What follows belongs to an exercise in optimizing a design on an open flow for small area and few clock cycles; a production flow would make more cautious choices. Only simulation tests tie the RTL to the original design; equivalence was not proved.

<file path="config.mk">
export PLATFORM = sky130hd
export DESIGN_NAME = uBlock_enc_top
export DESIGN_NICKNAME = uBlock_enc_top
export VERILOG_FILES = /design/flow/design.v
export SDC_FILE = /design/flow/constraint.sdc
export NUM_CORES = 4
export LEC_CHECK = 0
export CAP_MARGIN = 20
export CORE_MARGIN = 2
export CORE_UTILIZATION = 40
export SLEW_MARGIN = 20
</file>
<file path="constraint.sdc">
create_clock -name core_clock -period 10.0 [get_ports {clk}]
set_input_delay 2.0000 -clock core_clock [delete_from_list [all_inputs] [get_ports {clk}]]
set_output_delay 2.0000 -clock core_clock [all_outputs]
set_load 0.01 [all_outputs]
</file>
<file path="design.v">
`timescale 1ns / 1ps
module round_constant_gen(
	input 			clk,
    input 			advance,
	output reg [7:0] lfsr,
    output [31:0] 	round_constant
    );
	wire [7:0] 	round_constant_p3, round_constant_p2, round_constant_p1, round_constant_p0;
	wire [7:0] 	LFSR_d;
	assign LFSR_d = {lfsr[6:0], lfsr[7] ^ lfsr[6] ^ lfsr[2] ^ lfsr[1]};
	assign round_constant_p3 = {LFSR_d[7], ~LFSR_d[6], LFSR_d[5:0]};
	assign round_constant_p2 = {LFSR_d[7], ~LFSR_d[6], LFSR_d[5], ~LFSR_d[4], LFSR_d[3], ~LFSR_d[2], LFSR_d[1:0]};
	assign round_constant_p1 = {LFSR_d[7:5], ~LFSR_d[4], LFSR_d[3:1], ~LFSR_d[0]};
	assign round_constant_p0 = {LFSR_d[7:3], ~LFSR_d[2], LFSR_d[1], ~LFSR_d[0]};
	assign round_constant = {round_constant_p3, round_constant_p2, round_constant_p1, round_constant_p0};
	always @(posedge clk)
		lfsr <= advance ? LFSR_d : 8'b01101100;
endmodule
`timescale 1ns / 1ps
module shared_block_left_circular_shift_20bit(
	input [63:0] block_left_circular_shift_input0,
	input [63:0] block_left_circular_shift_input1,
    output [63:0] block_left_circular_shift_output0,
    output [63:0] block_left_circular_shift_output1
    );
	genvar i;
	generate
	for (i=0 ;i<2;i=i+1) begin: for_shift_block
		assign block_left_circular_shift_output0[(i+1)*32-1:i*32] = {block_left_circular_shift_input0[(i+1)*32-21:i*32], 
																	 block_left_circular_shift_input0[(i+1)*32-1:(i+1)*32-20]
																	};
		assign block_left_circular_shift_output1[(i+1)*32-1:i*32] = {block_left_circular_shift_input1[(i+1)*32-21:i*32], 
																	 block_left_circular_shift_input1[(i+1)*32-1:(i+1)*32-20]
																	};
	end
	endgenerate
endmodule
`timescale 1ns / 1ps
module shared_block_left_circular_shift_4bit(
	input 	[63:0] block_left_circular_shift_input0,
	input 	[63:0] block_left_circular_shift_input1,
    output 	[63:0] block_left_circular_shift_output0,
    output 	[63:0] block_left_circular_shift_output1
    );
	genvar i;
	generate
	for (i=0 ;i<2;i=i+1) begin: for_shift_block
		assign block_left_circular_shift_output0[(i+1)*32-1:i*32] = {block_left_circular_shift_input0[(i+1)*32-5:i*32], 
																	 block_left_circular_shift_input0[(i+1)*32-1:(i+1)*32-4]};
		assign block_left_circular_shift_output1[(i+1)*32-1:i*32] = {block_left_circular_shift_input1[(i+1)*32-5:i*32], 
																	 block_left_circular_shift_input1[(i+1)*32-1:(i+1)*32-4]};
	end
	endgenerate
endmodule
`timescale 1ns / 1ps
module shared_block_left_circular_shift_8bit(
	input [63:0] block_left_circular_shift_input0,
	input [63:0] block_left_circular_shift_input1,
    output [63:0] block_left_circular_shift_output0,
    output [63:0] block_left_circular_shift_output1
    );
	genvar i;
	generate
	for (i=0 ;i<2;i=i+1) begin: for_shift_block
		assign block_left_circular_shift_output0[(i+1)*32-1:i*32] = {block_left_circular_shift_input0[(i+1)*32-9:i*32], 
																	 block_left_circular_shift_input0[(i+1)*32-1:(i+1)*32-8]
																	};
		assign block_left_circular_shift_output1[(i+1)*32-1:i*32] = {block_left_circular_shift_input1[(i+1)*32-9:i*32], 
																	 block_left_circular_shift_input1[(i+1)*32-1:(i+1)*32-8]
																	};															
	end
	endgenerate
endmodule
`timescale 1ns / 1ps
module shared_permutation_key(
	input	[63:0]	permutation_input0,
	input	[63:0]	permutation_input1,
	output	[63:0]	permutation_output0,
	output	[63:0]	permutation_output1
    );
	assign permutation_output0[63:60] = permutation_input0[39:36];
	assign permutation_output0[59:56] = permutation_input0[63:60];
	assign permutation_output0[55:52] = permutation_input0[31:28];
	assign permutation_output0[51:48] = permutation_input0[11:08];
	assign permutation_output0[47:44] = permutation_input0[59:56];
	assign permutation_output0[43:40] = permutation_input0[03:00];
	assign permutation_output0[39:36] = permutation_input0[43:40];
	assign permutation_output0[35:32] = permutation_input0[23:20];
	assign permutation_output0[31:28] = permutation_input0[47:44];
	assign permutation_output0[27:24] = permutation_input0[27:24];
	assign permutation_output0[23:20] = permutation_input0[15:12];
	assign permutation_output0[19:16] = permutation_input0[55:52];
	assign permutation_output0[15:12] = permutation_input0[19:16];
	assign permutation_output0[11:08] = permutation_input0[51:48];
	assign permutation_output0[07:04] = permutation_input0[35:32];
	assign permutation_output0[03:00] = permutation_input0[07:04];
	assign permutation_output1[63:60] = permutation_input1[39:36];
	assign permutation_output1[59:56] = permutation_input1[63:60];
	assign permutation_output1[55:52] = permutation_input1[31:28];
	assign permutation_output1[51:48] = permutation_input1[11:08];
	assign permutation_output1[47:44] = permutation_input1[59:56];
	assign permutation_output1[43:40] = permutation_input1[03:00];
	assign permutation_output1[39:36] = permutation_input1[43:40];
	assign permutation_output1[35:32] = permutation_input1[23:20];
	assign permutation_output1[31:28] = permutation_input1[47:44];
	assign permutation_output1[27:24] = permutation_input1[27:24];
	assign permutation_output1[23:20] = permutation_input1[15:12];
	assign permutation_output1[19:16] = permutation_input1[55:52];
	assign permutation_output1[15:12] = permutation_input1[19:16];
	assign permutation_output1[11:08] = permutation_input1[51:48];
	assign permutation_output1[07:04] = permutation_input1[35:32];
	assign permutation_output1[03:00] = permutation_input1[07:04];
endmodule
`timescale 1ns / 1ps
module shared_permutation_left(
	input [63:0] permutation_input0,
	input [63:0] permutation_input1,
    output [63:0] permutation_output0,
    output [63:0] permutation_output1
    );
	assign permutation_output0 = {permutation_input0[55:48],
								  permutation_input0[39:32],
								  permutation_input0[31:24],
								  permutation_input0[15:08],
								  permutation_input0[63:56],
								  permutation_input0[47:40],
								  permutation_input0[07:00],
								  permutation_input0[23:16]
    };
	assign permutation_output1 = {permutation_input1[55:48],
                                  permutation_input1[39:32],
                                  permutation_input1[31:24],
                                  permutation_input1[15:08],
                                  permutation_input1[63:56],
                                  permutation_input1[47:40],
                                  permutation_input1[07:00],
                                  permutation_input1[23:16]
    };
endmodule
`timescale 1ns / 1ps
module shared_permutation_right(
	input [63:0] permutation_input0,
	input [63:0] permutation_input1,
    output [63:0] permutation_output0,
    output [63:0] permutation_output1
    );
	assign permutation_output0 = {permutation_input0[47:40],
                                  permutation_input0[07:00],
                                  permutation_input0[23:16],
                                  permutation_input0[63:56],
                                  permutation_input0[55:48],
                                  permutation_input0[15:08],
                                  permutation_input0[31:24],
                                  permutation_input0[39:32]
    };
	assign permutation_output1 = {permutation_input1[47:40],
                                  permutation_input1[07:00],
                                  permutation_input1[23:16],
                                  permutation_input1[63:56],
                                  permutation_input1[55:48],
                                  permutation_input1[15:08],
                                  permutation_input1[31:24],
                                  permutation_input1[39:32]
    };
endmodule
`timescale 1ns / 1ps
module shared_transformation_array(
	input	[31:00]	transformation_array_input0,
	input	[31:00]	transformation_array_input1,
	output	[31:00]	transformation_array_output0,
	output	[31:00]	transformation_array_output1
    );
	shared_transformation shared_transformation_Inst0(
	.transformation_input0		(transformation_array_input0[31:28]),
	.transformation_input1		(transformation_array_input1[31:28]),
	.transformation_output0		(transformation_array_output0[31:28]),
	.transformation_output1		(transformation_array_output1[31:28])
	);
	shared_transformation shared_transformation_Inst1(
	.transformation_input0		(transformation_array_input0[27:24]),
	.transformation_input1		(transformation_array_input1[27:24]),
	.transformation_output0		(transformation_array_output0[27:24]),
	.transformation_output1		(transformation_array_output1[27:24])
	);
	shared_transformation shared_transformation_Inst2(
	.transformation_input0		(transformation_array_input0[23:20]),
	.transformation_input1		(transformation_array_input1[23:20]),
	.transformation_output0		(transformation_array_output0[23:20]),
	.transformation_output1		(transformation_array_output1[23:20])
	);
	shared_transformation shared_transformation_Inst3(
	.transformation_input0		(transformation_array_input0[19:16]),
	.transformation_input1		(transformation_array_input1[19:16]),
	.transformation_output0		(transformation_array_output0[19:16]),
	.transformation_output1		(transformation_array_output1[19:16])
	);
	shared_transformation shared_transformation_Inst4(
	.transformation_input0		(transformation_array_input0[15:12]),
	.transformation_input1		(transformation_array_input1[15:12]),
	.transformation_output0		(transformation_array_output0[15:12]),
	.transformation_output1		(transformation_array_output1[15:12])
	);
	shared_transformation shared_transformation_Inst5(
	.transformation_input0		(transformation_array_input0[11:08]),
	.transformation_input1		(transformation_array_input1[11:08]),
	.transformation_output0		(transformation_array_output0[11:08]),
	.transformation_output1		(transformation_array_output1[11:08])
	);
	shared_transformation shared_transformation_Inst6(
	.transformation_input0		(transformation_array_input0[07:04]),
	.transformation_input1		(transformation_array_input1[07:04]),
	.transformation_output0		(transformation_array_output0[07:04]),
	.transformation_output1		(transformation_array_output1[07:04])
	);
	shared_transformation shared_transformation_Inst7(
	.transformation_input0		(transformation_array_input0[03:00]),
	.transformation_input1		(transformation_array_input1[03:00]),
	.transformation_output0		(transformation_array_output0[03:00]),
	.transformation_output1		(transformation_array_output1[03:00])
	);
endmodule
module shared_transformation(
	input	[03:00]	transformation_input0,
	input	[03:00]	transformation_input1,
	output reg	[03:00]	transformation_output0,
	output reg	[03:00]	transformation_output1
	);
	always @(transformation_input0) 
	begin
		if(transformation_input0[3] == 1'b1)
			transformation_output0 = {transformation_input0[2:0], 1'b0} ^ 4'b0011;
		else 
			transformation_output0 = {transformation_input0[2:0], 1'b0};
	end
	always @(transformation_input1) 
	begin
		if(transformation_input1[3] == 1'b1)
			transformation_output1 = {transformation_input1[2:0], 1'b0} ^ 4'b0011;
		else
			transformation_output1 = {transformation_input1[2:0], 1'b0};
	end
endmodule
`timescale 1ns / 1ps
module shared_sbox(
	input				clk,
	input	[03:00]		d0c0b0a0,
	input	[03:00]		d1c1b1a1,
	input	[09:00]		guards,
	output	[03:00]		h0g0f0e0,
	output	[03:00]		h1g1f1e1
    );
	wire 				d0, d1;
	wire 				c0, c1;
	wire 				b0, b1;
	wire 				a0, a1;
	wire				e0, e1, e2, e3;
	wire				f0, f1, f2, f3;
	wire				f4, f5, f6, f7;
	wire				g0, g1, g2, g3;
	wire				g4, g5, g6, g7;
	wire				h0, h1, h2, h3;
	reg					e0_r, e1_r, e2_r, e3_r;
	reg					f0_r, f1_r, f2_r, f3_r;
	reg					f4_r, f5_r, f6_r, f7_r;
	reg					g0_r, g1_r, g2_r, g3_r;
	reg					g4_r, g5_r, g6_r, g7_r;
	reg					h0_r, h1_r, h2_r, h3_r;
	wire				e0e1, e2e3;
	wire				f0f1f2f3, f4f5f6f7;
	wire				g0g1g2g3, g4g5g6g7;
	wire				h0h1, h2h3;
	wire 				rj;
	wire 				ri;
	wire 				rh;
	wire 				rg;
	wire 				rf;
	wire 				re;
	wire 				rd;
	wire 				rc;
	wire 				rb;
	wire 				ra;
	assign rj = guards[9];
	assign ri = guards[8];
	assign rh = guards[7];
	assign rg = guards[6];
	assign rf = guards[5];
	assign re = guards[4];
	assign rd = guards[3];
	assign rc = guards[2];
	assign rb = guards[1];
	assign ra = guards[0];
	assign d0 = d0c0b0a0[3];
	assign c0 = d0c0b0a0[2];
	assign b0 = d0c0b0a0[1];
	assign a0 = d0c0b0a0[0];
	assign d1 = d1c1b1a1[3];
	assign c1 = d1c1b1a1[2];
	assign b1 = d1c1b1a1[1];
	assign a1 = d1c1b1a1[0];
	assign e0 = (c0 & d0) ^ 1'b1 ^ rj;
	assign e1 = (c1 & d1) ^ a0   ^ rj;
	assign e2 = (c0 & d1)        ^ rj;
	assign e3 = (c1 & d0) ^ a1   ^ rj;
	assign f0 = (a0 & b0 & c0) ^ (a0 & b0) ^ (a0 & d0)                         ^ a0 ^ 1'b1    ^ rh ^ rg;
	assign f1 = (a0 & b0 & c1)                         ^ (b0 & c1)             ^ a0 ^ c1      ^ rg ^ rf;
	assign f2 = (a0 & b1 & c0)             ^ (a0 & c0)                         ^ a0 ^ d1      ^ rf ^ re;
	assign f3 = (a0 & b1 & c1) ^ (a0 & b1) ^ (a0 & c1) ^ (b1 & c1) ^ (a0 & d1) ^ b1 ^ c1 ^ d1 ^ re ^ rh;
	assign f4 = (a1 & b0 & c0) ^ (a1 & d0) ^ (c0 & d0) 						   ^ a1 ^ c0 ^ d0 ^ rh ^ rg;
	assign f5 = (a1 & b0 & c1) ^ (a1 & b0) ^ (b0 & c1) ^ (c1 & d0) 			   ^ b0 ^ d0      ^ rg ^ rf;
	assign f6 = (a1 & b1 & c0) ^ (a1 & b1) ^ (a1 & c0) ^ (a1 & d1) ^ (c0 & d1) ^ c0           ^ rf ^ re;
	assign f7 = (a1 & b1 & c1) ^ (a1 & c1) ^ (b1 & c1) ^ (c1 & d1)                            ^ re ^ rh;
	assign g0 = (b0 & c0 & d1) ^ (c0 & d1) 											^ 1'b1    ^ rd ^ rc;
	assign g1 = (b1 & c0 & d0) ^ a0 ^ b1 ^ d0 												  ^ rc ^ rb;
	assign g2 = (b0 & c1 & d0) ^ (b0 & c1) 													  ^ rb ^ ra;
	assign g3 = (b1 & c1 & d1) ^ (b1 & c1) ^ (c1 & d1) ^ a1 ^ c1 ^ d1 						  ^ ra ^ rd;
	assign g4 = (b0 & c0 & d0) ^ (a0 & b0) ^ a0 ^ b0 										  ^ rd ^ rc;
	assign g5 = (b1 & c0 & d1) ^ (a0 & b1) ^ (c0 & d1) ^ b1 ^ c0 ^ d1 						  ^ rc ^ rb;
	assign g6 = (b0 & c1 & d1) ^ (a1 & b0) ^ (b0 & c1) ^ (c1 & d1) 							  ^ rb ^ ra;
	assign g7 = (b1 & c1 & d0) ^ (a1 & b1) ^ (b1 & c1) ^ a1 ^ b1 ^ d0 						  ^ ra ^ rd;
	assign h0 = (b0 & c0)           ^ ri;
	assign h1 = (b0 & c1) ^ b0 ^ d1 ^ ri;
	assign h2 = (b1 & c0) ^ c0 ^ d0 ^ ri;
	assign h3 = (b1 & c1) ^ b1 ^ c1 ^ ri;
	always @(posedge clk) e0_r <= e0;
	always @(posedge clk) e1_r <= e1;
	always @(posedge clk) e2_r <= e2;
	always @(posedge clk) e3_r <= e3;
	always @(posedge clk) f0_r <= f0;
	always @(posedge clk) f1_r <= f1;
	always @(posedge clk) f2_r <= f2;
	always @(posedge clk) f3_r <= f3;
	always @(posedge clk) f4_r <= f4;
	always @(posedge clk) f5_r <= f5;
	always @(posedge clk) f6_r <= f6;
	always @(posedge clk) f7_r <= f7;
	always @(posedge clk) g0_r <= g0;
	always @(posedge clk) g1_r <= g1;
	always @(posedge clk) g2_r <= g2;
	always @(posedge clk) g3_r <= g3;
	always @(posedge clk) g4_r <= g4;
	always @(posedge clk) g5_r <= g5;
	always @(posedge clk) g6_r <= g6;
	always @(posedge clk) g7_r <= g7;
	always @(posedge clk) h0_r <= h0;
	always @(posedge clk) h1_r <= h1;
	always @(posedge clk) h2_r <= h2;
	always @(posedge clk) h3_r <= h3;
	assign e0e1 = e0_r ^ e1_r;
	assign e2e3 = e2_r ^ e3_r;
	assign f0f1f2f3 = f0_r ^ f1_r ^ f2_r ^ f3_r;
	assign f4f5f6f7 = f4_r ^ f5_r ^ f6_r ^ f7_r;
	assign g0g1g2g3 = g0_r ^ g1_r ^ g2_r ^ g3_r;
	assign g4g5g6g7 = g4_r ^ g5_r ^ g6_r ^ g7_r;
	assign h0h1 = h0_r ^ h1_r;
	assign h2h3 = h2_r ^ h3_r;
	assign h0g0f0e0 = {h0h1, g0g1g2g3, f0f1f2f3, e0e1};
	assign h1g1f1e1 = {h2h3, g4g5g6g7, f4f5f6f7, e2e3};
endmodule
`timescale 1ns / 1ps
module shared_s_box_array(
	input			clk,
	input	[63:0]	sbox_array_input0,
	input	[63:0]	sbox_array_input1,
	output	[63:0]	sbox_array_output0,
	output	[63:0]	sbox_array_output1
    );
	shared_sbox shared_sbox_Inst0(
	.clk			(clk),
	.d0c0b0a0		(sbox_array_input0[63:60]),
	.d1c1b1a1		(sbox_array_input1[63:60]),
	.guards			(sbox_array_input0[59:50]),
	.h0g0f0e0		(sbox_array_output0[63:60]),
	.h1g1f1e1		(sbox_array_output1[63:60])
    );
	shared_sbox shared_sbox_Inst1(
	.clk			(clk),
	.d0c0b0a0		(sbox_array_input0[59:56]),
	.d1c1b1a1		(sbox_array_input1[59:56]),
	.guards			(sbox_array_input0[55:46]),
	.h0g0f0e0		(sbox_array_output0[59:56]),
	.h1g1f1e1		(sbox_array_output1[59:56])
    );
	shared_sbox shared_sbox_Inst2(
	.clk			(clk),
	.d0c0b0a0		(sbox_array_input0[55:52]),
	.d1c1b1a1		(sbox_array_input1[55:52]),
	.guards			(sbox_array_input0[51:42]),
	.h0g0f0e0		(sbox_array_output0[55:52]),
	.h1g1f1e1		(sbox_array_output1[55:52])
    );
	shared_sbox shared_sbox_Inst3(
	.clk			(clk),
	.d0c0b0a0		(sbox_array_input0[51:48]),
	.d1c1b1a1		(sbox_array_input1[51:48]),
	.guards			(sbox_array_input0[47:38]),
	.h0g0f0e0		(sbox_array_output0[51:48]),
	.h1g1f1e1		(sbox_array_output1[51:48])
    );
	shared_sbox shared_sbox_Inst4(
	.clk			(clk),
	.d0c0b0a0		(sbox_array_input0[47:44]),
	.d1c1b1a1		(sbox_array_input1[47:44]),
	.guards			(sbox_array_input0[43:34]),
	.h0g0f0e0		(sbox_array_output0[47:44]),
	.h1g1f1e1		(sbox_array_output1[47:44])
    );
	shared_sbox shared_sbox_Inst5(
	.clk			(clk),
	.d0c0b0a0		(sbox_array_input0[43:40]),
	.d1c1b1a1		(sbox_array_input1[43:40]),
	.guards			(sbox_array_input0[39:30]),
	.h0g0f0e0		(sbox_array_output0[43:40]),
	.h1g1f1e1		(sbox_array_output1[43:40])
    );
	shared_sbox shared_sbox_Inst6(
	.clk			(clk),
	.d0c0b0a0		(sbox_array_input0[39:36]),
	.d1c1b1a1		(sbox_array_input1[39:36]),
	.guards			(sbox_array_input0[35:26]),
	.h0g0f0e0		(sbox_array_output0[39:36]),
	.h1g1f1e1		(sbox_array_output1[39:36])
    );
	shared_sbox shared_sbox_Inst7(
	.clk			(clk),
	.d0c0b0a0		(sbox_array_input0[35:32]),
	.d1c1b1a1		(sbox_array_input1[35:32]),
	.guards			(sbox_array_input0[31:22]),
	.h0g0f0e0		(sbox_array_output0[35:32]),
	.h1g1f1e1		(sbox_array_output1[35:32])
    );
	shared_sbox shared_sbox_Inst8(
	.clk			(clk),
	.d0c0b0a0		(sbox_array_input0[31:28]),
	.d1c1b1a1		(sbox_array_input1[31:28]),
	.guards			(sbox_array_input0[27:18]),
	.h0g0f0e0		(sbox_array_output0[31:28]),
	.h1g1f1e1		(sbox_array_output1[31:28])
    );
	shared_sbox shared_sbox_Inst9(
	.clk			(clk),
	.d0c0b0a0		(sbox_array_input0[27:24]),
	.d1c1b1a1		(sbox_array_input1[27:24]),
	.guards			(sbox_array_input0[23:14]),
	.h0g0f0e0		(sbox_array_output0[27:24]),
	.h1g1f1e1		(sbox_array_output1[27:24])
    );
	shared_sbox shared_sbox_Insta(
	.clk			(clk),
	.d0c0b0a0		(sbox_array_input0[23:20]),
	.d1c1b1a1		(sbox_array_input1[23:20]),
	.guards			(sbox_array_input0[19:10]),
	.h0g0f0e0		(sbox_array_output0[23:20]),
	.h1g1f1e1		(sbox_array_output1[23:20])
    );
	shared_sbox shared_sbox_Instb(
	.clk			(clk),
	.d0c0b0a0		(sbox_array_input0[19:16]),
	.d1c1b1a1		(sbox_array_input1[19:16]),
	.guards			(sbox_array_input0[15: 6]),
	.h0g0f0e0		(sbox_array_output0[19:16]),
	.h1g1f1e1		(sbox_array_output1[19:16])
    );
	shared_sbox shared_sbox_Instc(
	.clk			(clk),
	.d0c0b0a0		(sbox_array_input0[15:12]),
	.d1c1b1a1		(sbox_array_input1[15:12]),
	.guards			(sbox_array_input0[11: 2]),
	.h0g0f0e0		(sbox_array_output0[15:12]),
	.h1g1f1e1		(sbox_array_output1[15:12])
    );
	shared_sbox shared_sbox_Instd(
	.clk			(clk),
	.d0c0b0a0		(sbox_array_input0[11:08]),
	.d1c1b1a1		(sbox_array_input1[11:08]),
	.guards			({sbox_array_input0[07:00], sbox_array_input0[63:62]}),
	.h0g0f0e0		(sbox_array_output0[11:08]),
	.h1g1f1e1		(sbox_array_output1[11:08])
    );
	shared_sbox shared_sbox_Inste(
	.clk			(clk),
	.d0c0b0a0		(sbox_array_input0[07:04]),
	.d1c1b1a1		(sbox_array_input1[07:04]),
	.guards			({sbox_array_input0[03:00], sbox_array_input0[63:58]}),
	.h0g0f0e0		(sbox_array_output0[07:04]),
	.h1g1f1e1		(sbox_array_output1[07:04])
    );
	shared_sbox shared_sbox_Instf(
	.clk			(clk),
	.d0c0b0a0		(sbox_array_input0[03:00]),
	.d1c1b1a1		(sbox_array_input1[03:00]),
	.guards			(sbox_array_input0[63:54]),
	.h0g0f0e0		(sbox_array_output0[03:00]),
	.h1g1f1e1		(sbox_array_output1[03:00])
    );
endmodule
`timescale 1ns / 1ps
module shared_sbox_array_for_key(
	input				clk,
	input	[31:0]	sbox_array_input0,
	input	[31:0]	sbox_array_input1,
	output	[31:0]	sbox_array_output0,
	output	[31:0]	sbox_array_output1
    );
	shared_sbox shared_sbox_Inst0(
	.clk			(clk),
	.d0c0b0a0		(sbox_array_input0[31:28]),
	.d1c1b1a1		(sbox_array_input1[31:28]),
	.guards			(sbox_array_input0[27:18]),
	.h0g0f0e0		(sbox_array_output0[31:28]),
	.h1g1f1e1		(sbox_array_output1[31:28])
    );
	shared_sbox shared_sbox_Inst1(
	.clk			(clk),
	.d0c0b0a0		(sbox_array_input0[27:24]),
	.d1c1b1a1		(sbox_array_input1[27:24]),
	.guards			(sbox_array_input0[23:14]),
	.h0g0f0e0		(sbox_array_output0[27:24]),
	.h1g1f1e1		(sbox_array_output1[27:24])
    );
	shared_sbox shared_sbox_Inst2(
	.clk			(clk),
	.d0c0b0a0		(sbox_array_input0[23:20]),
	.d1c1b1a1		(sbox_array_input1[23:20]),
	.guards			(sbox_array_input0[19:10]),
	.h0g0f0e0		(sbox_array_output0[23:20]),
	.h1g1f1e1		(sbox_array_output1[23:20])
    );
	shared_sbox shared_sbox_Inst3(
	.clk			(clk),
	.d0c0b0a0		(sbox_array_input0[19:16]),
	.d1c1b1a1		(sbox_array_input1[19:16]),
	.guards			(sbox_array_input0[15:06]),
	.h0g0f0e0		(sbox_array_output0[19:16]),
	.h1g1f1e1		(sbox_array_output1[19:16])
    );
	shared_sbox shared_sbox_Inst4(
	.clk			(clk),
	.d0c0b0a0		(sbox_array_input0[15:12]),
	.d1c1b1a1		(sbox_array_input1[15:12]),
	.guards			(sbox_array_input0[11:02]),
	.h0g0f0e0		(sbox_array_output0[15:12]),
	.h1g1f1e1		(sbox_array_output1[15:12])
    );
	shared_sbox shared_sbox_Inst5(
	.clk			(clk),
	.d0c0b0a0		(sbox_array_input0[11:08]),
	.d1c1b1a1		(sbox_array_input1[11:08]),
	.guards			({sbox_array_input0[07:00], sbox_array_input0[31:30]}),
	.h0g0f0e0		(sbox_array_output0[11:08]),
	.h1g1f1e1		(sbox_array_output1[11:08])
    );
	shared_sbox shared_sbox_Inst6(
	.clk			(clk),
	.d0c0b0a0		(sbox_array_input0[07:04]),
	.d1c1b1a1		(sbox_array_input1[07:04]),
	.guards			({sbox_array_input0[03:00], sbox_array_input0[31:26]}),
	.h0g0f0e0		(sbox_array_output0[07:04]),
	.h1g1f1e1		(sbox_array_output1[07:04])
    );
	shared_sbox shared_sbox_Inst7(
	.clk			(clk),
	.d0c0b0a0		(sbox_array_input0[03:00]),
	.d1c1b1a1		(sbox_array_input1[03:00]),
	.guards			(sbox_array_input0[31:22]),
	.h0g0f0e0		(sbox_array_output0[03:00]),
	.h1g1f1e1		(sbox_array_output1[03:00])
    );
endmodule
`timescale 1ns / 1ps
module shared_enc_round_func(
	input				clk,
	input		[127:0]	sbox_input0,
	input		[127:0]	sbox_input1,
	output		[127:0]	round_output0,
	output		[127:0]	round_output1
    );
	wire	[63:0]	text_msb_10, text_msb_11;
	wire	[63:0]	text_lsb_10, text_lsb_11;
	wire	[63:0]	text_msb_20, text_msb_21;
	wire	[63:0]	text_lsb_20, text_lsb_21;
	wire	[63:0]	text_msb_30, text_msb_31;
	wire	[63:0]	text_lsb_30, text_lsb_31;
	wire	[63:0]	text_msb_40, text_msb_41;
	wire	[63:0]	text_lsb_40, text_lsb_41;
	wire	[63:0]	text_msb_50, text_msb_51;
	wire	[63:0]	text_lsb_50, text_lsb_51;
	wire	[63:0]	text_msb_60, text_msb_61;
	wire	[63:0]	text_lsb_60, text_lsb_61;
	assign text_lsb_20 = text_msb_10 ^ text_lsb_10;
	assign text_lsb_21 = text_msb_11 ^ text_lsb_11;
	assign text_msb_20 = text_msb_10 ^ text_lsb_30;
	assign text_msb_21 = text_msb_11 ^ text_lsb_31;
	assign text_lsb_40 = text_msb_30 ^ text_lsb_20;
	assign text_lsb_41 = text_msb_31 ^ text_lsb_21;
	assign text_msb_40 = text_msb_20 ^ text_lsb_50;
	assign text_msb_41 = text_msb_21 ^ text_lsb_51;
	assign text_lsb_60 = text_msb_50 ^ text_lsb_40;
	assign text_lsb_61 = text_msb_51 ^ text_lsb_41;
	assign text_msb_60 = text_msb_40 ^ text_lsb_60;
	assign text_msb_61 = text_msb_41 ^ text_lsb_61;
	shared_s_box_array shared_s_box_array_msb(
	.clk				(clk),
	.sbox_array_input0	(sbox_input0[127:64]),
	.sbox_array_input1	(sbox_input1[127:64]),
	.sbox_array_output0	(text_msb_10),
	.sbox_array_output1	(text_msb_11)
    );
	shared_s_box_array shared_s_box_array_lsb(
	.clk				(clk),
	.sbox_array_input0	(sbox_input0[63:0]),
	.sbox_array_input1	(sbox_input1[63:0]),
	.sbox_array_output0	(text_lsb_10),
	.sbox_array_output1	(text_lsb_11)
    );
	shared_block_left_circular_shift_4bit shared_block_left_circular_shift_4bit_Inst(
	.block_left_circular_shift_input0		(text_lsb_20),
	.block_left_circular_shift_input1		(text_lsb_21),
    .block_left_circular_shift_output0		(text_lsb_30),
    .block_left_circular_shift_output1		(text_lsb_31)
    );
	shared_block_left_circular_shift_8bit shared_block_left_circular_shift_8bit_Inst0(
	.block_left_circular_shift_input0		(text_msb_20),
	.block_left_circular_shift_input1		(text_msb_21),
    .block_left_circular_shift_output0		(text_msb_30),
    .block_left_circular_shift_output1		(text_msb_31)
    );
	shared_block_left_circular_shift_8bit shared_block_left_circular_shift_8bit_Inst1(
	.block_left_circular_shift_input0		(text_lsb_40),
	.block_left_circular_shift_input1		(text_lsb_41),
    .block_left_circular_shift_output0		(text_lsb_50),
    .block_left_circular_shift_output1		(text_lsb_51)
    );
	shared_block_left_circular_shift_20bit shared_block_left_circular_shift_20bit_Inst(
	.block_left_circular_shift_input0		(text_msb_40),
	.block_left_circular_shift_input1		(text_msb_41),
    .block_left_circular_shift_output0		(text_msb_50),
    .block_left_circular_shift_output1		(text_msb_51)
    );
	shared_permutation_left shared_permutation_left_Inst(
	.permutation_input0						(text_msb_60),
	.permutation_input1						(text_msb_61),
    .permutation_output0					(round_output0[127:64]),
    .permutation_output1					(round_output1[127:64])
    );
	shared_permutation_right shared_permutation_right_Inst(
	.permutation_input0						(text_lsb_60),
	.permutation_input1						(text_lsb_61),
    .permutation_output0					(round_output0[63:0]),
    .permutation_output1					(round_output1[63:0])
    );
endmodule
`timescale 1ns / 1ps
module shared_enc_core(
	input				clk,
	input				busy,
	input		[127:0]	plain0,
	input		[127:0]	plain1,
	input		[127:0]	round_key0,
	input		[127:0]	round_key1,
	output  	[127:0]	cipher0,
	output 	 	[127:0]	cipher1
    );
	wire		[127:0]	state0;
	wire		[127:0]	state1;
	wire		[127:0]	sin0;
	wire		[127:0]	sin1;
	assign sin0 = (busy ? state0 : plain0) ^ round_key0;
	assign sin1 = (busy ? state1 : plain1) ^ round_key1;
	assign cipher0 = sin0;
	assign cipher1 = sin1;
	shared_enc_round_func shared_enc_round_func_Inst(
	.clk				(clk),
	.sbox_input0		(sin0),
	.sbox_input1		(sin1),
	.round_output0		(state0),
	.round_output1		(state1)
    );
endmodule
`timescale 1ns / 1ps
module shared_key_expansion_round_func(
	input			clk,
	input	[31:0]	round_constant,
	input	[127:0]	cur_key0,
	input	[127:0]	cur_key1,
	input	[127:0]	pre_key0,
	input	[127:0]	pre_key1,
	output	[127:0]	next_key0,
	output	[127:0]	next_key1
    );
	wire	[31:0]	cur_p3_0, cur_p3_1;
	wire	[31:0]	cur_p2_0, cur_p2_1;
	wire	[31:0]	pre_p3_0, pre_p3_1;
	wire	[31:0]	pre_p2_0, pre_p2_1;
	wire	[31:0]	pre_t2_0, pre_t2_1;
	wire	[31:0]	s_0, s_1;
	assign next_key0 = {s_0 ^ pre_key0[63:32], pre_t2_0 ^ pre_key0[31:0], pre_p2_0, pre_p3_0};
	assign next_key1 = {s_1 ^ pre_key1[63:32], pre_t2_1 ^ pre_key1[31:0], pre_p2_1, pre_p3_1};
	shared_permutation_key shared_permutation_key_Inst0(
	.permutation_input0				(cur_key0[127:64]),
	.permutation_input1				(cur_key1[127:64]),
	.permutation_output0			({cur_p3_0, cur_p2_0}),
	.permutation_output1			({cur_p3_1, cur_p2_1})
    );
	shared_permutation_key shared_permutation_key_Inst1(
	.permutation_input0				(pre_key0[127:64]),
	.permutation_input1				(pre_key1[127:64]),
	.permutation_output0			({pre_p3_0, pre_p2_0}),
	.permutation_output1			({pre_p3_1, pre_p2_1})
    );
	shared_sbox_array_for_key shared_sbox_array_for_key_Inst(
	.clk							(clk),
	.sbox_array_input0				(cur_p3_0 ^ round_constant),
	.sbox_array_input1				(cur_p3_1),
	.sbox_array_output0				(s_0),
	.sbox_array_output1				(s_1)
    );
	shared_transformation_array shared_transformation_array_Inst(
	.transformation_array_input0	(pre_p2_0),
	.transformation_array_input1	(pre_p2_1),
	.transformation_array_output0	(pre_t2_0),
	.transformation_array_output1	(pre_t2_1)
    );
endmodule
`timescale 1ns / 1ps
module shared_key_expansion(
	input					clk,
	input					start,
	input					busy,
	input					done,
	input		[127:0]		mkey0,
	input		[127:0]		mkey1,
	output		[7:0]		lfsr,
	output 		[127:0]		round_key0,
	output 		[127:0]		round_key1
    );
	wire		[127:0]		next_key0;
	wire		[127:0]		next_key1;
	wire		[31:0]		round_constant;
	reg 		[127:0]		keyr0;
	reg 		[127:0]		keyr1;
	assign round_key0 = busy ? next_key0 : mkey0;
	assign round_key1 = busy ? next_key1 : mkey1;
	always @(posedge clk)
	begin
		keyr0 <= round_key0;
		keyr1 <= round_key1;
	end
	round_constant_gen round_constant_gen_Inst(
	.clk							(clk),
	.advance						((start | busy) & ~done),
	.lfsr							(lfsr),
	.round_constant					(round_constant)
    );
	shared_key_expansion_round_func shared_key_expansion_round_func_Inst(
	.clk						(clk),
	.round_constant				(round_constant),
	.cur_key0					(round_key0),
	.cur_key1					(round_key1),
	.pre_key0					(keyr0),
	.pre_key1					(keyr1),
	.next_key0					(next_key0),
	.next_key1					(next_key1)
    );
endmodule
`timescale 1ns / 1ps
module uBlock_enc_top(
	input			clk,
	input			rstn,
	input	[127:0]	plain0,
	input	[127:0]	plain1,
	input	[127:0]	key0,
	input	[127:0]	key1,
	input			start,
	output	[127:0]	cipher0,
	output	[127:0]	cipher1,
	output			done,
	output	reg		occupied
    );
	wire	[127:0]	rk0;
	wire	[127:0]	rk1;
	wire	[7:0]	lfsr;
	assign done = occupied & (lfsr == 8'he1);
	shared_key_expansion shared_key_expansion_Inst(
	.clk				(clk),
	.start				(start),
	.busy				(occupied),
	.done				(done),
	.mkey0				(key0),
	.mkey1				(key1),
	.lfsr				(lfsr),
	.round_key0			(rk0),
	.round_key1			(rk1)
    );
	shared_enc_core shared_enc_core_Inst(
	.clk				(clk),
	.busy				(occupied),
	.plain0				(plain0),
	.plain1				(plain1),
	.round_key0			(rk0),
	.round_key1			(rk1),
	.cipher0			(cipher0),
	.cipher1			(cipher1)
    );
	always @(posedge clk or negedge rstn)
	begin
		if(~rstn)
			occupied <= 1'b0;
		else if(start & ~occupied)
			occupied <= 1'b1;
		else if(done)
			occupied <= 1'b0;
	end
endmodule
</file>
<file path="flow/run.sh">
#!/bin/bash
# Standard layout, except: area-oriented ABC mapping in synthesis, buf_1
# port buffers, and CTS without dummy loads.
set -euo pipefail
W=$PWD
export FLOW_WORK=$W
export FLOW_ABC_SCRIPT=$W/flow/area.script
bash standard.sh \
  SYNTH_SCRIPT=$W/flow/synth.tcl \
  "BUFFER_PORTS_ARGS=-buffer_cell sky130_fd_sc_hd__buf_1" \
  "CTS_ARGS=-sink_clustering_enable -repair_clock_nets -dont_use_dummy_load" \
  finish > $W/flow_make.log 2>&1
</file>
<file path="flow/area.script">
strash
&get -n
&st
&dch -f
&nf -a -R 1000
&put
</file>
<file path="flow/synth.tcl">
# The standard synthesis, with an area-oriented ABC script in place of
# the speed script; everything else (registers, names, flattening) is unchanged.
proc abc {args} {
  set i [lsearch -exact $args -script]
  if {$i >= 0} { lset args [expr {$i + 1}] $::env(FLOW_ABC_SCRIPT) }
  yosys abc {*}$args
}
source $::env(FLOW_WORK)/synth_recipe.tcl
</file>
<file path="standard.sh">
#!/bin/bash
# synth_recipe.tcl (not shown) runs the flow's synth.tcl, then flattens the netlist and writes it again
# the make line also repeats each setting of config.mk as NAME=value (left out here)
make -C /OpenROAD-flow-scripts/flow DESIGN_CONFIG=/design/flow/config.mk WORK_HOME=/design/flow/orfs CLKGATE_MAP_FILE= SYNTH_SCRIPT=/design/flow/synth_recipe.tcl "${@:-finish}"
</file>
==> flow_summary.json, run 1 <==
{
  "holdBufCountCts": 0,
  "finalSetupTns_ns": 0,
  "final-hold-violation-count": 0,
  "yosysTopAreaCell": "dfxtp_1",
  "antenna_left": 0,
  "worstPathRequired_ns": 8.00,
  "slew_violations": 0,
  "routed_wl_um": 376000,
  "min_path_type": "flop to flop",
  "first_global_vias": 56200,
  "grt_pass1_wl_um": 490000,
  "ys.flop_type": "dfxtp_1",
  "hpwl_um": 312000,
  "syn_avg_cell_area_um2": 9.05,
  "initial_core_util_pct": 40.1,
  "grt_util_met2_pct": 63.1,
  "rrSetupSlack_ns": 4.29,
  "rsz0062_at_grt": "false",
  "dpl-instance-area_mm2": 0.0781,
  "vias": 59400,
  "place_congestion": 1.08,
  "grt_max_degree": 117,
  "critPathSlowestCell": "xnor2_1",
  "post_cts_buffers": 0,
  "yosysSeqAreaShare_pct": 34.8,
  "multi_input_area_mm2": 0.0439,
  "synthCells": 7796,
  "fin_area_mm2": 0.0819,
  "wl_per_cell_um": 33.7,
  "fp.dieH_um": 424,
  "drive_gt1_share_pct": 7.31,
  "regArea_mm2": 0.0245,
  "synth_top_area_share_pct": 34.7,
  "syn_to_final_growth_pct": 16.2,
  "drcViolationCount": 0,
  "core_area_mm2": 0.176,
  "finalSetupViolations": 0,
  "clockBufferDepth": 3,
  "tightestPinTransition_ns": 1.34,
  "worstSetupEndpointType": "primary output",
  "io_buffers": 772,
  "clk_latency_ns": 0.83,
  "grtUsageMet1_pct": 46.6,
  "period_share_pct": 78.2,
  "path_common_cell": "xnor2_1",
  "num-fill-cells": 17400,
  "synth_edf_count": 0,
  "syn_nets": 8312,
  "maxCapViolations": 0,
  "syn_area_mm2": 0.0705,
  "synthTopCellsByCount": "xnor2_1 (2440), dfxtp_1 (1224), xor2_1 (996)",
  "drtPass1Iterations": 5,
  "slew_headroom_pct": 8.01,
  "cts.clk_slew.worst_paths_ns": 0.06,
  "drt_iter0_markers": 6672,
  "yosysMostFrequentCell": "xnor2_1",
  "grtUsageMet3_pct": 6.54,
  "crit_arrival_ns": 5.82,
  "synth-seq-cells": 1225,
  "crit_path_start_kind": "flop",
  "design.portCount": 773,
  "cts_tree": "yes",
  "finalClockSkew_ns": 0.0622,
  "fp.dieW_um": 424,
  "die-area_mm2": 0.180,
  "grtUsageTotal_pct": 40.5,
  "numCtsBuffers": 148,
  "grt.overflow.total": 0,
  "max_freq_mhz": 128,
  "fin_crit_ns": 7.82,
  "synthTopCellsByArea": "dfxtp_1 (35%), xnor2_1 (30%), xor2_1 (12%)",
  "post_cts_resized": 0,
  "vias_per_cell": 5.32,
  "row_count": 154,
  "synthArstFlopShare_pct": 0.0816,
  "synth_cell_types": 45,
  "worstPathCellList": "xor2_1 > xnor2_1 > xnor2_1 > xnor2_1 > xor2_1 > xnor2_1 > xor2_1 > xnor2_1 > nand2_1 > o21ai_0 > xnor2_1 > clkinv_1 > buf_1",
  "cp_slowest_stage_delay_ns": 0.76,
  "nNetsFinal": 9315,
  "clock_sinks": 1225,
  "grt.busiest_layer": "met2",
  "path_class": "flop to primary output",
  "cts_max_level": 4,
  "status": "finished clean",
  "synth_warnings": 5,
  "cts_root_buf": "clkbuf_16",
  "grt_antenna_before_repair": 24,
  "crit_fanout": 8
}
==> final cells by class <==
| type | instances | share of cell area [%] |
|---|---|---|
| sequential | 1225 | 29.9 |
| clock buffer | 148 | 4.52 |
| antenna | 27 | 0.0824 |
| inverter | 349 | 1.60 |
| multi-input combinational | 5966 | 53.6 |
| timing repair buffer | 1109 | 6.68 |
| tap | 2340 | 3.57 |
==> worst max-delay path: cells and delay by family, from the launching register on <==
family / cells / cell delay (ns)
xor+xnor: 9 / 3.67
buf+inv: 2 / 0.78
simple gates: 1 / 0.12
flops: 1 / 0.30
compound gates: 1 / 0.12
==> logic make-up after synthesis <==
logic type	share of synthesized area [%]
adder cells (fa/ha/maj)	0.0177
buffers and inverters	4.58
AND/OR/NAND/NOR	8.18
multiplexers	2.27
flip-flops	34.8
XOR/XNOR	42.7
AO/OA/AOI/OAI	7.50
==> placed cells by master (no fill, tap or decap), types with 284 or more instances in the layout <==
master    count
clkinv_1    349
a21oi_1     284
nand2_1     724
dfxtp_1    1224
nor2_1      424
xnor2_1    2299
o21ai_0     496
xor2_1      990
buf_1       772
buf_4       331
==> per-stage QoR <==
| stage | utilization (%) | worst slack, ns | hold slack (ns) | instances |
|---|---|---|---|---|
| 2_1_floorplan | - | 0.0571 | 0.431 | 7796 |
| 3_3_place_gp | 44.4 | 2.93 | 0.449 | 11000 |
| 3_5_place_dp | 44.4 | 3.18 | 0.461 | 11000 |
| 4_1_cts | 46.6 | 2.29 | 0.462 | 11100 |
| 5_1_grt | 46.6 | 2.20 | 0.482 | 11100 |
| 6_report | 46.6 | 2.18 | 0.465 | 11200 |
==> layer usage <==
layer	vias up	share of wire [%]
met4	10	12
met5	-	0.025
li1	26500	-
met2	2995	44
met1	29000	37
met3	900	6.7
==> worst paths after layout <==
kind | from | cells after the start | to
worst max-delay path | flop | 13 | cipher1[126]
worst min-delay path | shared_key_expansion_Inst.keyr1[72] | 2 | shared_key_expansion_Inst.keyr1[16]
worst max register to register | flop | 13 | flop
worst min register to register | shared_key_expansion_Inst.keyr1[72] | 2 | shared_key_expansion_Inst.keyr1[16]
max in group asynchronous | rstn | 1 | occupied
min in group asynchronous | rstn | 1 | occupied
Testbench counts, summed over its fixed seeds: cycles 6,528.
==> run 2: changes to the inputs <==
--- a/design.v
+++ b/design.v
@@ -300,24 +300,24 @@
 	assign e0 = (c0 & d0) ^ 1'b1 ^ rj;
-	assign e1 = (c1 & d1) ^ a0   ^ rj;
+	assign e1 = (c1 & d1) ^ (a0 ^ rj);
 	assign e2 = (c0 & d1)        ^ rj;
 	assign e3 = (c1 & d0) ^ a1   ^ rj;
-	assign f0 = (a0 & b0 & c0) ^ (a0 & b0) ^ (a0 & d0)                         ^ a0 ^ 1'b1    ^ rh ^ rg;
-	assign f1 = (a0 & b0 & c1)                         ^ (b0 & c1)             ^ a0 ^ c1      ^ rg ^ rf;
-	assign f2 = (a0 & b1 & c0)             ^ (a0 & c0)                         ^ a0 ^ d1      ^ rf ^ re;
-	assign f3 = (a0 & b1 & c1) ^ (a0 & b1) ^ (a0 & c1) ^ (b1 & c1) ^ (a0 & d1) ^ b1 ^ c1 ^ d1 ^ re ^ rh;
-	assign f4 = (a1 & b0 & c0) ^ (a1 & d0) ^ (c0 & d0) 						   ^ a1 ^ c0 ^ d0 ^ rh ^ rg;
-	assign f5 = (a1 & b0 & c1) ^ (a1 & b0) ^ (b0 & c1) ^ (c1 & d0) 			   ^ b0 ^ d0      ^ rg ^ rf;
-	assign f6 = (a1 & b1 & c0) ^ (a1 & b1) ^ (a1 & c0) ^ (a1 & d1) ^ (c0 & d1) ^ c0           ^ rf ^ re;
-	assign f7 = (a1 & b1 & c1) ^ (a1 & c1) ^ (b1 & c1) ^ (c1 & d1)                            ^ re ^ rh;
-	assign g0 = (b0 & c0 & d1) ^ (c0 & d1) 											^ 1'b1    ^ rd ^ rc;
-	assign g1 = (b1 & c0 & d0) ^ a0 ^ b1 ^ d0 												  ^ rc ^ rb;
-	assign g2 = (b0 & c1 & d0) ^ (b0 & c1) 													  ^ rb ^ ra;
-	assign g3 = (b1 & c1 & d1) ^ (b1 & c1) ^ (c1 & d1) ^ a1 ^ c1 ^ d1 						  ^ ra ^ rd;
-	assign g4 = (b0 & c0 & d0) ^ (a0 & b0) ^ a0 ^ b0 										  ^ rd ^ rc;
-	assign g5 = (b1 & c0 & d1) ^ (a0 & b1) ^ (c0 & d1) ^ b1 ^ c0 ^ d1 						  ^ rc ^ rb;
-	assign g6 = (b0 & c1 & d1) ^ (a1 & b0) ^ (b0 & c1) ^ (c1 & d1) 							  ^ rb ^ ra;
-	assign g7 = (b1 & c1 & d0) ^ (a1 & b1) ^ (b1 & c1) ^ a1 ^ b1 ^ d0 						  ^ ra ^ rd;
+	assign f0 = (a0 & b0 & c0) ^ (a0 & b0) ^ (a0 & d0) ^ a0 ^ 1'b1 ^ (rh ^ rg);
+	assign f1 = (a0 & b0 & c1) ^ (b0 & c1) ^ a0 ^ c1 ^ (rg ^ rf);
+	assign f2 = (a0 & b1 & c0) ^ (a0 & c0) ^ a0 ^ d1 ^ (rf ^ re);
+	assign f3 = (a0 & b1 & c1) ^ (a0 & b1) ^ (a0 & c1) ^ (b1 & c1) ^ (a0 & d1) ^ b1 ^ c1 ^ d1 ^ (re ^ rh);
+	assign f4 = (a1 & b0 & c0) ^ (a1 & d0) ^ (c0 & d0) ^ a1 ^ (c0 ^ d0) ^ (rh ^ rg);
+	assign f5 = (a1 & b0 & c1) ^ (a1 & b0) ^ (b0 & c1) ^ (c1 & d0) ^ b0 ^ d0 ^ (rg ^ rf);
+	assign f6 = (a1 & b1 & c0) ^ (a1 & b1) ^ (a1 & c0) ^ (a1 & d1) ^ (c0 & d1) ^ c0 ^ (rf ^ re);
+	assign f7 = (a1 & b1 & c1) ^ (a1 & c1) ^ (b1 & c1) ^ (c1 & d1) ^ (re ^ rh);
+	assign g0 = (b0 & c0 & d1) ^ (c0 & d1) ^ 1'b1 ^ (rd ^ rc);
+	assign g1 = (b1 & c0 & d0) ^ a0 ^ b1 ^ d0 ^ (rc ^ rb);
+	assign g2 = (b0 & c1 & d0) ^ (b0 & c1) ^ (rb ^ ra);
+	assign g3 = (b1 & c1 & d1) ^ (b1 & c1) ^ (c1 & d1) ^ a1 ^ c1 ^ d1 ^ (ra ^ rd);
+	assign g4 = (b0 & c0 & d0) ^ (a0 & b0) ^ (a0 ^ b0) ^ (rd ^ rc);
+	assign g5 = (b1 & c0 & d1) ^ (a0 & b1) ^ (c0 & d1) ^ b1 ^ c0 ^ d1 ^ (rc ^ rb);
+	assign g6 = (b0 & c1 & d1) ^ (a1 & b0) ^ (b0 & c1) ^ (c1 & d1) ^ (rb ^ ra);
+	assign g7 = (b1 & c1 & d0) ^ (a1 & b1) ^ (b1 & c1) ^ a1 ^ b1 ^ d0 ^ (ra ^ rd);
 	assign h0 = (b0 & c0)           ^ ri;
 	assign h1 = (b0 & c1) ^ b0 ^ d1 ^ ri;
-	assign h2 = (b1 & c0) ^ c0 ^ d0 ^ ri;
+	assign h2 = (b1 & c0) ^ (c0 ^ d0) ^ ri;
 	assign h3 = (b1 & c1) ^ b1 ^ c1 ^ ri;
==> flow/run.sh (replaced) <==
#!/bin/bash
# The standard layout (standard.sh), except:
#  - synthesis maps with an area-oriented ABC script (flow/area.script, via
#    flow/synth.tcl) and without the adder-extraction step; registers,
#    names and flattening are those of the standard synthesis;
#  - every port gets a buf_1 buffer instead of a clkdlybuf4s50_1;
#  - the clock tree uses small clock buffers and no dummy loads.
set -euo pipefail
W=$PWD
export FLOW_WORK=$W
export FLOW_ABC_SCRIPT=$W/flow/area.script
bash standard.sh \
  SYNTH_SCRIPT=$W/flow/synth.tcl ADDER_MAP_FILE= \
  "BUFFER_PORTS_ARGS=-buffer_cell sky130_fd_sc_hd__buf_1" \
  "CTS_ARGS=-sink_clustering_enable -repair_clock_nets -dont_use_dummy_load -buf_list {sky130_fd_sc_hd__clkbuf_4 sky130_fd_sc_hd__clkbuf_8} -sink_clustering_size 16 -sink_clustering_max_diameter 50" \
  finish > $W/flow_make.log 2>&1
--- a/config.mk
+++ b/config.mk
@@ -9,3 +9,3 @@
 export CORE_MARGIN = 2
-export CORE_UTILIZATION = 40
+export CORE_UTILIZATION = 45
 export SLEW_MARGIN = 20
==> run 2 against run 1 <==
First-iteration DRC count increased by 6.6%. Setup slack improved by 0.17 ns. Clock skew increased by 0.053 ns. Critical endpoint is now cipher0[106]. Largest cell class unchanged.
==> flow_summary.json, run 2 <==
{
  "grtUsageTotal_pct": 42.4,
  "rrSetupSlack_ns": 4.20,
  "vias_per_cell": 5.46,
  "synth_edf_count": 0,
  "numCtsBuffers": 148,
  "hpwl_um": 289000,
  "first_global_vias": 54600,
  "ys.flop_type": "dfxtp_1",
  "synthTopCellsByCount": "xnor2_1 (2358), dfxtp_1 (1224), xor2_1 (1006)",
  "wl_per_cell_um": 32.2,
  "holdBufCountCts": 0,
  "slew_violations": 0,
  "yosysTopAreaCell": "dfxtp_1",
  "syn_avg_cell_area_um2": 9.08,
  "die-area_mm2": 0.159,
  "fin_crit_ns": 7.65,
  "synthCells": 7701,
  "post_cts_resized": 0,
  "crit_arrival_ns": 5.65,
  "worstPathCellList": "xor2_1 > xnor2_1 > xnor2_1 > xnor2_1 > xnor2_1 > xnor2_1 > xnor2_1 > xor2_1 > nand2_1 > o21ai_0 > xnor2_2 > buf_4 > clkinv_1 > buf_1",
  "antenna_left": 0,
  "final_common_cell": "xnor2_1",
  "yosysMostFrequentCell": "xnor2_1",
  "finalSetupTns_ns": 0,
  "hp-start": "shared_key_expansion_Inst.keyr0[64]",
  "path_class": "flop to primary output",
  "initial_core_util_pct": 45.3,
  "synth-seq-cells": 1225,
  "grt.overflow.total": 0,
  "worstSetupEndpointType": "primary output",
  "design.portCount": 773,
  "max_freq_mhz": 131,
  "clock_sinks": 1225,
  "grt_pass1_wl_um": 455000,
  "maxCapViolations": 0,
  "post_cts_buffers": 0,
  "tightestPinTransition_ns": 1.30,
  "grt_max_degree": 156,
  "fp.dieH_um": 398,
  "worstReg2RegStart": "occupied",
  "cp_num_buf_inv": 3,
  "place_congestion": 1.06,
  "min_path_type": "flop to flop",
  "vias": 58600,
  "final_cell_mix": "xnor2_1 (2216), dfxtp_1 (1224), xor2_1 (1004)",
  "synth_cell_types": 42,
  "finalClockSkew_ns": 0.116,
  "postLayoutCoreUtil_pct": 51.3,
  "clockBufferDepth": 3,
  "drcViolationCount": 0,
  "synth_top_area_share_pct": 35.0,
  "critPathSlowestCell": "xnor2_1",
  "cp_top_family": "XOR/XNOR gates",
  "period_share_pct": 76.5,
  "slew_headroom_pct": 12.5,
  "syn_to_final_growth_pct": 13.1,
  "crit_fanout": 13,
  "row_count": 144,
  "cp_slowest_stage_delay_ns": 0.77,
  "reg2reg_depth": 10,
  "core_area_mm2": 0.154,
  "synthTopCellsByArea": "dfxtp_1 (35%), xnor2_1 (30%), xor2_1 (13%)",
  "rsz0062_at_grt": "false",
  "syn_area_mm2": 0.0699,
  "cts.clk_slew.worst_paths_ns": 0.11,
  "drtPass1Iterations": 6,
  "crit_path_start_kind": "flop",
  "clk_latency_ns": 0.96,
  "drive_gt1_share_pct": 7.07,
  "holdPathStages": 2,
  "worstPathRequired_ns": 8.00,
  "synth_warnings": 5,
  "synthArstFlopShare_pct": 0.0816,
  "whs_endpoint": "shared_key_expansion_Inst.keyr0[8]",
  "routed_wl_um": 346000,
  "finalSetupViolations": 0,
  "num-fill-cells": 15100,
  "cts_max_level": 4,
  "drt_iter0_markers": 7114,
  "status": "finished clean",
  "yosysSeqAreaShare_pct": 35.1,
  "fp.dieW_um": 398,
  "cts_root_buf": "clkbuf_8",
  "grt_antenna_before_repair": 36,
  "io_buffers": 772,
  "cts_tree": "yes",
  "path_common_cell": "xnor2_1",
  "syn_nets": 8216,
  "nNetsFinal": 9193,
  "final-hold-violation-count": 0
}
## run 2: per-stage QoR
stage | cells | setup WS, ns | hold WS (ns) | instance area, µm²
after global routing | 10700 | 2.23 | 0.480 | 79100
after detailed placement | 10600 | 3.40 | 0.463 | 76900
after global placement | 10600 | 3.25 | 0.457 | 76900
final | 10700 | 2.35 | 0.464 | 79100
after floorplan | 7701 | 0.127 | 0.431 | 69900
after CTS | 10700 | 2.36 | 0.452 | 79000
## run 2: worst max path at each step
| stage | startpoint | endpoint | slack [ns] | depth (start not counted) |
|---|---|---|---|---|
| finish | flop | cipher0[106] | 2.35 | 14 |
| global route | flop | cipher0[106] | 2.23 | 14 |
| CTS | flop | cipher0[106] | 2.36 | 14 |
| detailed placement | key1[127] | cipher1[127] | 3.40 | 5 |
| global placement | key1[73] | cipher1[73] | 3.25 | 5 |
| floorplan | occupied | cipher1[103] | 0.13 | 4 |
## run 2: worst min-delay path: cells and delay by family (launching register included)
kind / cells / cell delay, ns
DFF: 1 / 0.31
buffers and inverters: 1 / 0.05
muxes: 1 / 0.10
## run 2: per-layer routing
layer,vias up,global-route usage [%],part of all wire (%)
met5,-,0,0.038
met4,22,27.6,7.7
met3,664,9.43,10
met2,3322,63.5,42
met1,28400,54.7,40
li1,26200,-,-
## run 2: cells by family after synthesis
family,share of synthesized area (%)
AOI/OAI and AO/OA,7.95
xor gates and xnor gates,42.1
buffers and inverters,4.77
DFF,35.1
muxes,2.58
and+or+nand+nor,7.49
## run 2: area by class of cell
type / count / area [µm²] / share of cell area (%)
antenna: 11 / 27.5 / 0.0348
clock buffer: 148 / 2040 / 2.58
inverter: 377 / 1420 / 1.79
multi-input combinational: 5843 / 43200 / 54.7
sequential: 1225 / 24500 / 31.0
tap: 2044 / 2560 / 3.23
timing repair buffer: 1083 / 5290 / 6.69
Testbench counts of run 2, summed over its fixed seeds: cycles 6,528.
==> run 3: changes to the inputs <==
--- a/config.mk
+++ b/config.mk
@@ -9,3 +9,4 @@
 export CORE_MARGIN = 2
-export CORE_UTILIZATION = 45
+export CORE_UTILIZATION = 50
+export PLACE_DENSITY = 0.7
 export SLEW_MARGIN = 20
==> run 3 against run 2 <==
Final area is essentially flat. Hold slack got worse by 0.0012 ns. Final cell count down 1.3%. Critical path type unchanged. Global-route usage rose by 4.5 points. Register-to-register slack better by 0.21 ns. Sequential share of layout area is essentially flat. Area after synthesis did not move. Clock-buffer cell count increased by 3. Still clean on timing, DRC and antenna. Utilization is 5.5 points higher.
==> flow_summary.json, run 3 <==
{
  "initial_core_util_pct": 50.2,
  "routed_wl_um": 345000,
  "post-place-ws_ns": 3.37,
  "worstSetupEndpointType": "primary output",
  "yosysMostFrequentCell": "xnor2_1",
  "grt_antenna_before_repair": 27,
  "final_cell_mix": "xnor2_1 (2229), dfxtp_1 (1224), xor2_1 (1003)",
  "yosysTopAreaCell": "dfxtp_1",
  "period_share_pct": 76.8,
  "hp-start": "shared_key_expansion_Inst.keyr1[120]",
  "syn_to_final_growth_pct": 13.0,
  "reg2reg_depth": 13,
  "synth-seq-cells": 1225,
  "tightestPinTransition_ns": 1.32,
  "synth_cell_types": 42,
  "row_count": 137,
  "fp.dieH_um": 378,
  "antenna_left": 0,
  "first_global_vias": 55000,
  "grt_pass1_wl_um": 453000,
  "min_path_type": "flop to flop",
  "slew_headroom_pct": 9.26,
  "synthArstFlopShare_pct": 0.0816,
  "synth_top_area_share_pct": 35.0,
  "maxCapViolations": 0,
  "fp.dieW_um": 378,
  "place_congestion": 1.07,
  "synth_warnings": 5,
  "hpwl_um": 287000,
  "finalClockSkew_ns": 0.117,
  "synthTopCellsByArea": "dfxtp_1 (35%), xnor2_1 (30%), xor2_1 (13%)",
  "grt_max_degree": 146,
  "finalSetupTns_ns": 0,
  "final_common_cell": "xnor2_1",
  "final-hold-violation-count": 0,
  "core_area_mm2": 0.139,
  "drive_gt1_share_pct": 7.21,
  "syn_nets": 8216,
  "num-fill-cells": 13100,
  "finalSetupViolations": 0,
  "nNetsFinal": 9218,
  "clockBufferDepth": 3,
  "whs_endpoint": "shared_key_expansion_Inst.keyr1[12]",
  "holdBufCountCts": 0,
  "cts.clk_slew.worst_paths_ns": 0.08,
  "grtUsageTotal_pct": 46.8,
  "vias": 59800,
  "ys.flop_type": "dfxtp_1",
  "clock_sinks": 1225,
  "design.portCount": 773,
  "crit_arrival_ns": 5.68,
  "path_class": "flop to primary output",
  "io_buffers": 772,
  "post_cts_resized": 0,
  "postLayoutCoreUtil_pct": 56.8,
  "max_freq_mhz": 130,
  "rsz0062_at_grt": "false",
  "slew_violations": 0,
  "synth_edf_count": 0,
  "wl_per_cell_um": 32.6,
  "drtPass1Iterations": 9,
  "hold_slack_ns": 0.463,
  "setup_ws_ns": 2.32,
  "clk_latency_ns": 0.95,
  "die-area_mm2": 0.143,
  "yosysSeqAreaShare_pct": 35.1,
  "cts_root_buf": "clkbuf_8",
  "vias_per_cell": 5.65,
  "rrSetupSlack_ns": 4.41,
  "drt_iter0_markers": 8429,
  "fin_crit_ns": 7.68,
  "status": "finished clean",
  "cts_max_level": 4,
  "synthTopCellsByCount": "xnor2_1 (2358), dfxtp_1 (1224), xor2_1 (1006)",
  "numCtsBuffers": 151,
  "syn_area_mm2": 0.0699,
  "crit_fanout": 13,
  "worstPathRequired_ns": 8.00,
  "drcViolationCount": 0,
  "post_cts_buffers": 0,
  "synthCells": 7701,
  "crit_path_start_kind": "flop",
  "holdPathStages": 2,
  "syn_avg_cell_area_um2": 9.08,
  "cts_tree": "yes",
  "grt.overflow.total": 0
}
[run 3: layout make-up]
class                   instances  area, µm²  share of cell area, %
diodes                         18       45.0                 0.0570
clock buffers                 151       2080                   2.63
inverters                     377       1420                   1.79
multi-input cells            5843      43200                   54.6
flip-flops and latches       1225      24500                   31.0
well taps                    1876       2350                   2.97
repair buffers               1105       5460                   6.90
[run 3: how the worst max path moves through the flow]
| stage | startpoint | to | slack [ns] | depth (start not counted) |
|---|---|---|---|---|
| finish | flop | cipher0[106] | 2.32 | 13 |
| global route | flop | cipher0[106] | 2.32 | 13 |
| CTS | flop | cipher0[106] | 2.36 | 13 |
| detailed placement | flop | cipher0[106] | 3.37 | 13 |
| global placement | key0[66] | cipher0[66] | 3.10 | 5 |
| floorplan | occupied | cipher1[103] | 0.13 | 4 |
[run 3: layer usage]
metal	track usage, %	up-vias	share of wire, %
met5	0	-	0.076
met4	35.1	14	8.8
met3	10.8	797	11
met2	67.7	3815	41
met1	60.6	28900	39
li1	-	26300	-
[run 3: per-stage QoR]
| stage | area [µm²] | cells |
|---|---|---|
| 3_3_place_gp | 76800 | 10400 |
| 4_1_cts | 78900 | 10600 |
| 2_1_floorplan | 69900 | 7701 |
| 6_report | 79000 | 10600 |
| 3_5_place_dp | 76900 | 10400 |
| 5_1_grt | 79000 | 10600 |
[run 3: cells by family after synthesis]
kind of cell	Yosys count	share of synthesized area, %
simple gates	1286	7.49
buf+inv	633	4.77
mux	180	2.58
flops	1225	35.1
compound gates	1013	7.95
xor+xnor	3364	42.1
[run 3: critical path, cell delays in order (launching register included)]
cell and delay (ns):
dfxtp_1 0.32, xnor2_1 0.14, xnor2_1 0.70, xnor2_1 0.33, xnor2_1 0.44, xnor2_1 0.19
xnor2_1 0.47, xor2_1 0.66, nand2_1 0.35, o21ai_0 0.19, xnor2_1 0.14, buf_4 0.26
clkinv_1 0.33, buf_1 0.22
==> run 4: changes to the inputs <==
--- a/config.mk
+++ b/config.mk
@@ -10,3 +10,2 @@
 export CORE_UTILIZATION = 50
-export PLACE_DENSITY = 0.7
-export SLEW_MARGIN = 20
+export SLEW_MARGIN = 10
==> run 4 against run 3 <==
Sequential cell count is the same. Utilization shrank 0.18 points. Area after synthesis is the same. Setup slack gained 0.32 ns. Synthesized cell count is the same. Critical path depth is the same. Non-clock buffer count shrank 1. Register-to-register slack lost 0.43 ns. Wire length shrank 2.6%. Hold slack gained 0.025 ns. Maximum frequency grew 4.3%. Critical path type unchanged.
==> flow_summary.json, run 4 <==
{
  "status": "finished clean",
  "reg2reg_depth": 15,
  "rsz0062_at_grt": "false",
  "syn_avg_cell_area_um2": 9.08,
  "design.portCount": 773,
  "drtPass1Iterations": 8,
  "crit_fanout": 8,
  "nNetsFinal": 9210,
  "syn_nets": 8216,
  "drt_iter0_markers": 6871,
  "row_count": 137,
  "whs_endpoint": "shared_key_expansion_Inst.keyr1[25]",
  "drcViolationCount": 0,
  "synthCells": 7701,
  "synth_warnings": 5,
  "initial_core_util_pct": 50.2,
  "maxCapViolations": 0,
  "hpwl_um": 280000,
  "path_class": "flop to primary output",
  "wl_per_cell_um": 31.8,
  "cts_tree": "yes",
  "antenna_left": 0,
  "slew_headroom_pct": 11.3,
  "synth-simple-area-share_pct": 7.49,
  "synth_compound_area_share_pct": 7.95,
  "period_share_pct": 73.6,
  "slew_violations": 0,
  "synth_top_area_share_pct": 35.0,
  "drive_gt1_share_pct": 6.98,
  "synthAdderAreaFrac_pct": 0,
  "cts_max_level": 4,
  "crit_path_start_kind": "flop",
  "fin_crit_ns": 7.36,
  "post_cts_resized": 0,
  "fin_area_mm2": 0.0788,
  "place_congestion": 1.06,
  "synth-seq-cells": 1225,
  "cts_root_buf": "clkbuf_8",
  "hp-start": "shared_key_expansion_Inst.keyr1[125]",
  "grt.overflow.total": 0,
  "cts.clk_slew.worst_paths_ns": 0.10,
  "grt_max_degree": 196,
  "fp.dieW_um": 378,
  "die-area_mm2": 0.143
}
## run 4: cell counts after synthesis
No cell type changed its count.
## run 4: worst max-delay path by stage
stage	end	slack, ns	cells after the start	from
finish	cipher1[66]	2.64	13	flop
global route	cipher1[81]	2.53	12	flop
CTS	cipher1[66]	2.64	13	flop
detailed placement	cipher1[73]	3.41	5	key1[73]
global placement	cipher0[123]	3.24	6	key0[123]
floorplan	cipher1[103]	0.13	4	occupied
## run 4: worst max-delay path, cell delays in order (launching register included)
cell	delay, ns
dfxtp_1	0.32
xor2_1	0.14
xnor2_1	0.63
xnor2_1	0.25
xnor2_1	0.34
xor2_1	0.35
xnor2_1	0.19
xnor2_1	0.26
xnor2_1	0.09
nand2_1	0.07
o21ai_0	0.15
xnor2_1	0.73
clkinv_1	0.49
buf_1	0.38
## run 4: metrics by stage
| stage | std cells | hold WS, ns | util (%) | worst slack [ns] |
|---|---|---|---|---|
| floorplan | 7701 | 0.431 | - | 0.127 |
| global placement | 10400 | 0.446 | 55.0 | 3.24 |
| detailed placement | 10400 | 0.450 | 55.1 | 3.41 |
| CTS | 10600 | 0.487 | 56.5 | 2.64 |
| global route | 10600 | 0.492 | 56.6 | 2.53 |
| finish | 10600 | 0.488 | 56.6 | 2.64 |
## run 4: per-layer routing
| layer | share of wire, % | track usage, % | vias to the layer above | wire (µm) |
|---|---|---|---|---|
| li1 | - | - | 26200 | - |
| met1 | 39 | 57.0 | 28200 | 130000 |
| met2 | 43 | 68.5 | 3291 | 143000 |
| met3 | 9.8 | 10.7 | 747 | 32900 |
| met4 | 8.9 | 34.6 | 12 | 29800 |
| met5 | 0.020 | 0 | - | 66 |
## run 4: cells by family after synthesis
family	Yosys count
multiplexers	180
XOR/XNOR	3364
buffers and inverters	633
flip-flops	1225
AO/OA/AOI/OAI	1013
AND/OR/NAND/NOR	1286
## run 4: layout make-up
type                    instances  area, µm²
inverters                     377       1420
flip-flops and latches       1225      24500
multi-input cells            5843      43000
well taps                    1876       2350
clock buffers                 144       1980
repair buffers               1104       5450
diodes                         10       25.0
fillers                     13300      60400

==> separate check: timing with driven ports <==
The flow's constraints put no driver on any port. The routed layouts listed below were extracted and timed again, unchanged, in two steps.
Step 1 (the two cells are an assumption about what drives the block):
set clk [get_ports {clk}]
set_driving_cell -lib_cell sky130_fd_sc_hd__clkbuf_16 $clk
set_driving_cell -lib_cell sky130_fd_sc_hd__buf_2 [delete_from_list [all_inputs] $clk]
Step 2 times the ports against the registers' clock, not the clock port: input delays grow and output delays shrink by t, the midpoint of the rising clock arrivals with the driver on.
Three values: ideal ports, drivers, drivers and shift; two values: the first two.
run	shift t [ns]	slack for setup (ns)	hold WS [ns]	worst data-port slew with drivers (ns)	pins driven straight from the clock port
run 1	0.894	2.179 / 2.080 / 2.974	0.465 / 0.465 / 0.465	0.30	1
run 2	0.996	2.352 / 2.262 / 3.258	0.464 / 0.464 / 0.464	0.12	1
run 3	0.968	2.321 / 2.242 / 3.210	0.463 / 0.463 / 0.463	0.20	1
run 4	0.992	2.637 / 2.545 / 3.220	0.488 / 0.488 / 0.488	0.09	1
After both steps every run listed still meets setup and hold.
